Context: an optimization exercise on an open-source flow, tuned for small area. The choices shown serve that exercise and are no tape-out recipe. In this exercise RTL edits were held to simulation tests only and were not proved equivalent to the original.

Design cpu, start of the top module:
module cpu(
    input wire clk,
    input wire reset,
    output wire overflow_o,
    output wire zero_o,
    output wire if_id_flush_o,
    output wire stop_flag_o,
    output wire [31:0] instr_mem_address_o,
    output wire if_id_en_o,
    input wire [31:0] instr_mem_read_i,
    output wire [3:0] data_mem_we_o,
    output wire [31:0] data_mem_address_o,
    output wire [31:0] data_mem_write_o,
    input wire [31:0] data_mem_read_i
);
    localparam [3:0] C_R    = 4'd0,
                     C_I    = 4'd1,
                     C_LD   = 4'd2,
                     C_B    = 4'd3,
                     C_S    = 4'd4,
                     C_JALR = 4'd5,
                     C_JAL  = 4'd6,
                     C_AUI  = 4'd7,
                     C_LUI  = 4'd8,
                     C_OTH  = 4'd9,    
                     C_BUB  = 4'd10,   
                     C_RST  = 4'd11;   
    reg  [31:0] pc;
    reg  [31:0] if_id;
    reg         stop_seen;
    reg  [31:0] ex_a;         
    reg  [31:0] ex_b;         
    reg  [31:7] ex_ins;       
    reg  [3:0]  ex_cls;
    reg  [31:0] mem_alu;
    reg  [31:0] mem_sd;
    reg  [4:0]  mem_rd;
    reg         mem_m2r, mem_rdwe, mem_stop;
    reg  [1:0]  mem_we;       
    reg  [31:0] wb_alu;
    reg  [4:0]  wb_rd;
    reg         wb_m2r, wb_rdwe, wb_stop;
    wire [31:0] wdn;    
    genvar g;
    generate
        for (g = 0; g < 32; g = g + 1) begin : wdm
            c_mux2i u (.a0(wb_alu[g]), .a1(data_mem_read_i[g]), .s(wb_m2r), .y(wdn[g]));
        end
    endgenerate
    wire [31:0] wd = ~wdn;
    wire        wb_wr = wb_rdwe & (wb_rd != 5'd0);
    wire [31:0] ins = instr_mem_read_i;
    wire [6:0]  opc = ins[6:0];
    wire [4:0]  ra1 = ins[19:15];
    wire [4:0]  ra2 = ins[24:20];
    wire [2:0]  f3  = ins[14:12];
    wire op_r    = opc == 7'b0110011;
    wire op_i    = opc == 7'b0010011;
  ...
Size: roughly 1,300 flip-flops, about 170 I/O pins.
Settings: LEC_CHECK=0, CAP_MARGIN=35, CORE_MARGIN=2, CORE_UTILIZATION=45, CTS_CLUSTER_DIAMETER=100, CTS_CLUSTER_SIZE=24, SLEW_MARGIN=35, SYNTH_HIERARCHICAL=1, SYNTH_MINIMUM_KEEP_SIZE=0; clock period 30.0 ns.
run.sh (not shown) runs the stock make flow with config.mk's settings and CLKGATE_MAP_FILE= SYNTH_SCRIPT=/design/flow/synth_recipe.tcl, a recipe that flattens the netlist after the stock synthesis.
==> next run, changes <==
--- a/flow/design.v
+++ b/flow/design.v
@@ -23,13 +23,14 @@
                      C_AUI  = 4'd7,
                      C_LUI  = 4'd8,
                      C_OTH  = 4'd9,    
                      C_BUB  = 4'd10,   
                      C_RST  = 4'd11;   
     reg  [31:0] pc;
-    reg  [31:0] if_id;
+    reg         if_z, if_eq;
+    wire [31:0] if_id;
     reg         stop_seen;
     reg  [31:0] ex_a;         
     reg  [31:0] ex_b;         
     reg  [31:7] ex_ins;       
     reg  [3:0]  ex_cls;
     reg  [31:0] mem_alu;
@@ -152,12 +153,22 @@
     wire [31:0] imm_ji = {{20{sgn}}, ins[31:20]};
     wire [31:0] imm_j  = opc[3] ? imm_jj : (opc[2] ? imm_ji : imm_jb);
     wire [31:0] jbase  = (opc[2] & ~opc[3]) ? rs1d : if_id;
     wire [31:0] jump;
     wire jump_co;
     add_ripple0 #(.N(32)) jadd (.a(jbase), .b(imm_j), .s(jump), .co(jump_co));
+    reg [31:2] pc_dec;
+    reg nb;
+    always @* begin
+        nb = 1'b0;                       
+        for (k = 2; k < 32; k = k + 1) begin
+            pc_dec[k] = ~(pc[k] ^ nb);
+            nb = pc[k] | nb;
+        end
+    end
+    assign if_id = if_z ? 32'b0 : (if_eq ? pc : {pc_dec, pc[1:0]});
     wire [31:2] pc_inc;
     inc_ha #(.N(30)) pinc (.a(pc[31:2]), .s(pc_inc));
     reg [3:0] cls;
     always @* begin
         cls = C_OTH;
         if (op_r)    cls = C_R;
@@ -170,19 +181,23 @@
         if (op_aui)  cls = C_AUI;
         if (op_lui)  cls = C_LUI;
     end
     always @(posedge clk) begin
         if (reset) begin
             pc <= 32'b0;
-            if_id <= 32'b0;
+            if_z <= 1'b1;
+            if_eq <= 1'b0;
             stop_seen <= 1'b0;
         end else begin
             if (!wb_stop && pass)
                 pc <= bcond ? jump : {pc_inc, pc[1:0]};
             if (pass)
-                if_id <= bcond ? 32'b0 : pc;
+            begin
+                if_z <= bcond;
+                if_eq <= ~bcond & wb_stop;
+            end
             if (op_sys)
                 stop_seen <= 1'b1;
         end
     end
     always @(posedge clk) begin
         ex_a   <= (pass && (op_aui || op_jalr)) ? if_id : rs1d;
The new run completed without violations.
Cell count fell by about 1%.
Count of clock-buffer cells in the layout is unchanged.
First-iteration DRC count fell by 5.4%.
Worst hold slack gains 0.014 ns.
Design area decreases by 0.94%.
Routed wire length goes down by about 6%.

## re-timing with driven ports
The results above use ideal ports. As a check the final layouts listed here were re-extracted and re-timed, cells and wires unchanged. Step 1 sets driving cells, clkbuf_16 on the clock port and buf_2 on the other inputs (assumed; they add their load-dependent delay and slew). Step 2 moves the port delays by t, midway between the first and last clock arrival at a register: inputs arrive t later, outputs are due t later. That takes back most of the time a late clock gives input paths. Slacks: ideal / step 1 / step 2; pairs: ideal / step 1.
run | t (ns) | slack for setup (ns) | worst setup path at the end | slew at the worst register clock pin (ns)
the first run | 0.797 | 2.529 / 2.505 / 2.505 | input to output | 0.11 / 0.11
the second run | 0.841 | 2.430 / 2.400 / 2.400 | input to output | 0.12 / 0.12
After both steps setup and hold are still met in every run listed. For the second run, which loses most, drivers alone change the setup slack by -0.030 ns; drivers and shift together by -0.030 ns.
